This design comes from an exercise in tuning for small area and a short achievable clock period on the open sky130 flow, not from production work.
Function was checked by simulation only, so behaviour that the tests miss may differ from the original.

==> 04-26: inputs <==
## iir_filter
module iir_filter(
    input clk,
    input rst,
    input signed [11:0] signal_i,
    output signed [11:0] signal_o
    );
reg [11:0] y0, y1, y2, y3, y4;    
reg [11:0] x1, x2, x3, x4, x5;    
reg [20:0] q, r;
wire ws_1, ws_2;
iir_fa u_ws_1 (.a(x1[1]), .b(x1[8]), .c(y0[0]), .s(ws_1), .co(ws_2));
wire ws_3, ws_4;
iir_fa u_ws_3 (.a(x1[2]), .b(x1[9]), .c(y0[1]), .s(ws_3), .co(ws_4));
wire ws_5, ws_6;
iir_fa u_ws_5 (.a(x1[3]), .b(x1[10]), .c(y0[2]), .s(ws_5), .co(ws_6));
wire ws_7, ws_8;
iir_fa u_ws_7 (.a(x1[4]), .b(x1[11]), .c(y0[3]), .s(ws_7), .co(ws_8));
wire ws_9, ws_10;
iir_fa u_ws_9 (.a(x1[5]), .b(y0[4]), .c(y0[8]), .s(ws_9), .co(ws_10));
wire ws_11, ws_12;
iir_fa u_ws_11 (.a(x1[6]), .b(y0[5]), .c(y0[9]), .s(ws_11), .co(ws_12));
wire ws_13, ws_14;
iir_fa u_ws_13 (.a(x1[7]), .b(y0[6]), .c(y0[10]), .s(ws_13), .co(ws_14));
wire ws_15, ws_16;
iir_fa u_ws_15 (.a(x1[8]), .b(y0[7]), .c(y0[11]), .s(ws_15), .co(ws_16));
wire ws_17, ws_18;
iir_fa u_ws_17 (.a(x1[0]), .b(x1[7]), .c(y0[3]), .s(ws_17), .co(ws_18));
wire ws_19, ws_20;
iir_fa u_ws_19 (.a(y0[4]), .b(q[8]), .c(ws_1), .s(ws_19), .co(ws_20));
wire ws_21, ws_22;
iir_fa u_ws_21 (.a(y0[5]), .b(q[9]), .c(ws_2), .s(ws_21), .co(ws_22));
wire ws_23, ws_24;
iir_fa u_ws_23 (.a(y0[6]), .b(q[10]), .c(ws_4), .s(ws_23), .co(ws_24));
wire ws_25, ws_26;
iir_fa u_ws_25 (.a(y0[7]), .b(q[11]), .c(ws_6), .s(ws_25), .co(ws_26));
wire ws_27, ws_28;
iir_fa u_ws_27 (.a(q[12]), .b(ws_8), .c(ws_9), .s(ws_27), .co(ws_28));
wire ws_29, ws_30;
iir_fa u_ws_29 (.a(q[13]), .b(ws_10), .c(ws_11), .s(ws_29), .co(ws_30));
wire ws_31, ws_32;
iir_fa u_ws_31 (.a(q[14]), .b(ws_12), .c(ws_13), .s(ws_31), .co(ws_32));
wire ws_33, ws_34;
iir_fa u_ws_33 (.a(q[15]), .b(ws_14), .c(ws_15), .s(ws_33), .co(ws_34));
wire ws_35, ws_36;
iir_fa u_ws_35 (.a(x1[9]), .b(y0[8]), .c(q[16]), .s(ws_35), .co(ws_36));
wire ws_37, ws_38;
iir_fa u_ws_37 (.a(x1[10]), .b(y0[9]), .c(q[17]), .s(ws_37), .co(ws_38));
  ...
clock: 14.5 ns
lec_check: 0
abc_area: 1
cap_margin: 20
core_margin: 2
core_utilization: 40
cts_buf_list: sky130_fd_sc_hd__clkbuf_4 sky130_fd_sc_hd__clkbuf_8
place_density: 0.6
slew_margin: 20
synth_hierarchical: 1
run.sh (not shown) runs the stock make flow with config.mk's settings and CLKGATE_MAP_FILE= SYNTH_SCRIPT=/design/flow/synth_recipe.tcl, a recipe that flattens the netlist after the stock synthesis.
==> 10-04: changes against 04-26 <==
--- a/flow/design.v
+++ b/flow/design.v
@@ -940,18 +940,17 @@
 wire [20:0] rn = {rs_384, rs_382, rs_380, rs_378, rs_376, rs_374, rs_372, rs_370, rs_368, rs_366, rs_364, rs_362, rs_360, rs_358, rs_356, rs_354, ~rs_352, ~rs_350, rs_348, rs_347, rs_305} + {~rs_385, rs_383, rs_381, rs_379, rs_377, rs_375, rs_373, rs_371, rs_369, rs_367, rs_365, rs_363, rs_361, rs_359, rs_357, rs_355, rs_353, ~rs_351, rs_349, 1'b0, 1'b1};
 always @(posedge clk or posedge rst) begin
     if (rst) begin
         y0 <= 12'h7ff; y1 <= 12'h7ff; y2 <= 12'h7ff; y3 <= 12'h7ff; y4 <= 12'h7ff;
         x1 <= 12'h800; x2 <= 12'h800; x3 <= 12'h800; x4 <= 12'h800; x5 <= 12'h800;
-        q <= 21'h12a910;
+        q <= 21'h12a910; r <= 21'h6c543;
     end else begin
         y0 <= {ysum[20], ~ysum[19:9]}; y1 <= y0; y2 <= y1; y3 <= y2; y4 <= y3;
         x1 <= {~signal_i[11], signal_i[10:0]}; x2 <= x1; x3 <= x2; x4 <= x3; x5 <= x4;
-        q <= qn;
+        q <= qn; r <= rn;
     end
 end
-always @(posedge clk) r <= rn;
 assign signal_o = {y0[11], ~y0[10:0]};
 endmodule
 module iir_fa(input a, input b, input c, output s, output co);
 assign s = a ^ b ^ c;
 assign co = (a & b) | (c & (a ^ b));
--- a/flow/config.mk
+++ b/flow/config.mk
@@ -3,11 +3,10 @@
 export DESIGN_NICKNAME = iir_filter
 export VERILOG_FILES = /design/flow/design.v
 export SDC_FILE = /design/flow/constraint.sdc
 export NUM_CORES = 4
 export LEC_CHECK = 0
-export ABC_AREA = 1
 export CAP_MARGIN = 20
 export CORE_MARGIN = 2
 export CORE_UTILIZATION = 40
 export CTS_BUF_LIST = sky130_fd_sc_hd__clkbuf_4 sky130_fd_sc_hd__clkbuf_8
 export PLACE_DENSITY = 0.6
==> comparison table <==
item                                                            10-04           04-26
CORE AREA                                                   40000 µm²       42000 µm²
Post-synthesis average cell area                             14.4 µm²        11.9 µm²
Met2 WL                                                      17100 µm        20100 µm
Worst max-slew margin expressed relative to the limit           35.1%           28.7%
Routed WL per cell                                            20.2 µm         21.4 µm
Status                                                 finished clean  finished clean
Compound-gate portion of the synthesized area                   6.09%           4.54%
Endpoint of the worst-slack reg-to-reg timing path             y0[11]           r[16]
Final worst slack                                             8220 ps         8650 ps
Total number of multi-input combinational cells                   823            1055
Stages on the worst setup path                                     13              15
Area fraction of clock buffers and clock inverters              2.35%           2.13%
Fraction of area in registers                                   23.4%           21.8%

---

==> inputs of run a <==
iir_filter again, from the RTL that the note above started with.
Settings: LEC_CHECK=0, CAP_MARGIN=20, CORE_MARGIN=2, CORE_UTILIZATION=40, CTS_BUF_LIST=sky130_fd_sc_hd__clkbuf_4 sky130_fd_sc_hd__clkbuf_8, PLACE_DENSITY=0.6, SLEW_MARGIN=20, SYNTH_HIERARCHICAL=1; clock period 14.5 ns.
==> run b (differences from run a) <==
--- a/flow/design.v
+++ b/flow/design.v
@@ -938,21 +938,20 @@
 assign rs_385 = rs_344 ^ rs_345;
 assign rs_386 = rs_344 | rs_345;
 wire [20:0] rn = {rs_384, rs_382, rs_380, rs_378, rs_376, rs_374, rs_372, rs_370, rs_368, rs_366, rs_364, rs_362, rs_360, rs_358, rs_356, rs_354, ~rs_352, ~rs_350, rs_348, rs_347, rs_305} + {~rs_385, rs_383, rs_381, rs_379, rs_377, rs_375, rs_373, rs_371, rs_369, rs_367, rs_365, rs_363, rs_361, rs_359, rs_357, rs_355, rs_353, ~rs_351, rs_349, 1'b0, 1'b1};
 always @(posedge clk or posedge rst) begin
     if (rst) begin
         y0 <= 12'h7ff; y1 <= 12'h7ff; y2 <= 12'h7ff; y3 <= 12'h7ff; y4 <= 12'h7ff;
         x1 <= 12'h800; x2 <= 12'h800; x3 <= 12'h800; x4 <= 12'h800; x5 <= 12'h800;
-        q <= 21'h12a910;
+        q <= 21'h12a910; r <= 21'h6c543;
     end else begin
         y0 <= {ysum[20], ~ysum[19:9]}; y1 <= y0; y2 <= y1; y3 <= y2; y4 <= y3;
         x1 <= {~signal_i[11], signal_i[10:0]}; x2 <= x1; x3 <= x2; x4 <= x3; x5 <= x4;
-        q <= qn;
+        q <= qn; r <= rn;
     end
 end
-always @(posedge clk) r <= rn;
 assign signal_o = {y0[11], ~y0[10:0]};
 endmodule
 module iir_fa(input a, input b, input c, output s, output co);
 assign s = a ^ b ^ c;
 assign co = (a & b) | (c & (a ^ b));
 endmodule
==> flow/config.mk (replaced) <==
export PLATFORM = sky130hd
export DESIGN_NAME = iir_filter
export DESIGN_NICKNAME = iir_filter
export VERILOG_FILES = /design/flow/design.v
export SDC_FILE = /design/flow/constraint.sdc
export NUM_CORES = 4
export LEC_CHECK = 0
export CAP_MARGIN = 0
export CORE_MARGIN = 2
export CORE_UTILIZATION = 40
export CTS_BUF_LIST = sky130_fd_sc_hd__clkbuf_4 sky130_fd_sc_hd__clkbuf_8
export PLACE_DENSITY = 0.6
export SLEW_MARGIN = 0
export SYNTH_HIERARCHICAL = 1
==> results.txt <==
Run b finished with timing, DRC and antenna clean. Run a went through all stages and came out clean. Against run a, the count of clock-buffer cells in the layout of run b is lower by 2. In run b the area after synthesis is higher than in run a, by about 0.7%. In non-clock buffer count, run b and run a do not differ. Against run a, the core utilization of run b is higher by 0.14 points.

---

==> job 8681: inputs <==
RTL: one of the versions met above, not the one the previous note started from.
## iir_filter
module iir_filter(
    input clk,
    input rst,
    input signed [11:0] signal_i,
    output signed [11:0] signal_o
    );
Settings: LEC_CHECK=0, CAP_MARGIN=20, CORE_MARGIN=2, CORE_UTILIZATION=40, PLACE_DENSITY=0.6, SLEW_MARGIN=20, SYNTH_HIERARCHICAL=1; clock period 14.5 ns.
==> job 739: changes against job 8681 <==
CTS_BUF_LIST = sky130_fd_sc_hd__clkbuf_4 sky130_fd_sc_hd__clkbuf_8   (was default)
CTS_CLUSTER_DIAMETER = 150   (was default)
CTS_CLUSTER_SIZE = 40   (was default)
==> metrics.md <==
| Metric | Value |
|---|---|
| Met2 Resource Use GR | 30.05% |
| Status | timing/DRC/antenna clean |
| M3 GR Usage | 4.872% |
| Clock Latency Late Sink | 0.45 ns |
| Number of global-route vias before repair | 10.12k |
| Worst rel slew slack | 35.83% |
| Register-to-register setup slack | 8.51 ns |
| Max Fclk | 158.1 MHz |
| Design area | 0.01790 mm² |
The numbers above come from job 8681.

==> metrics.md <==
| Metric | Value |
|---|---|
| Xor and xnor area share after synthesis | 3.382% |
| Average size of a mapped cell | 14.40 µm² |
| Status | timing/DRC/antenna clean |
| Slew @ Worst Pin | 0.9729 ns |
| M3 GR Usage | 4.715% |
| Clock Latency Late Sink | 0.50 ns |
| Design area | 0.01771 mm² |
| IO Pins | 26 |
| Worst rel slew slack | 35.14% |
| Area leader, netlist | fa_1 |
| Syn Nets | 1662 |
| Met2 Resource Use GR | 29.90% |
| CLK BUF | 17 |
| Max Fclk | 159.3 MHz |
| Number of global-route vias before repair | 10.04k |
The numbers above come from job 739.

[re-timing with driven ports]
Ports are ideal in the flow. The routed layouts listed here were re-timed in OpenROAD.
Step 1: set_driving_cell puts a clkbuf_16 on clk and a buf_2 on each other input, an assumption about the parent block.
Step 2 adds t to the input delays and takes it off the output delays; t is the mean of the earliest and latest rising clock arrival at the registers after step 1. Input paths then give back, and output paths get back, about the clock's delay inside the block.
a / b / c = no drivers / after step 1 / after step 2; a / b = the first two.
run	t (ns)	setup WS [ns]	worst hold slack (ns)	worst data-port slew with drivers (ns)
04-26	0.520	8.647 / 8.647 / 8.501	0.359 / 0.359 / 0.359	0.03
10-04	0.536	8.223 / 8.253 / 7.717	0.341 / 0.341 / 0.341	0.04
run a	0.543	8.236 / 8.266 / 7.723	0.339 / 0.339 / 0.339	0.04
run b	0.536	8.223 / 8.253 / 7.717	0.341 / 0.341 / 0.341	0.04
job 8681	0.502	8.176 / 8.211 / 7.709	0.346 / 0.346 / 0.346	0.04
job 739	0.536	8.223 / 8.253 / 7.717	0.341 / 0.341 / 0.341	0.04
After both steps setup and hold are still met in every run listed. The setup slack of run a, which loses most, moves by +0.030 ns with the drivers and by -0.513 ns with both steps.
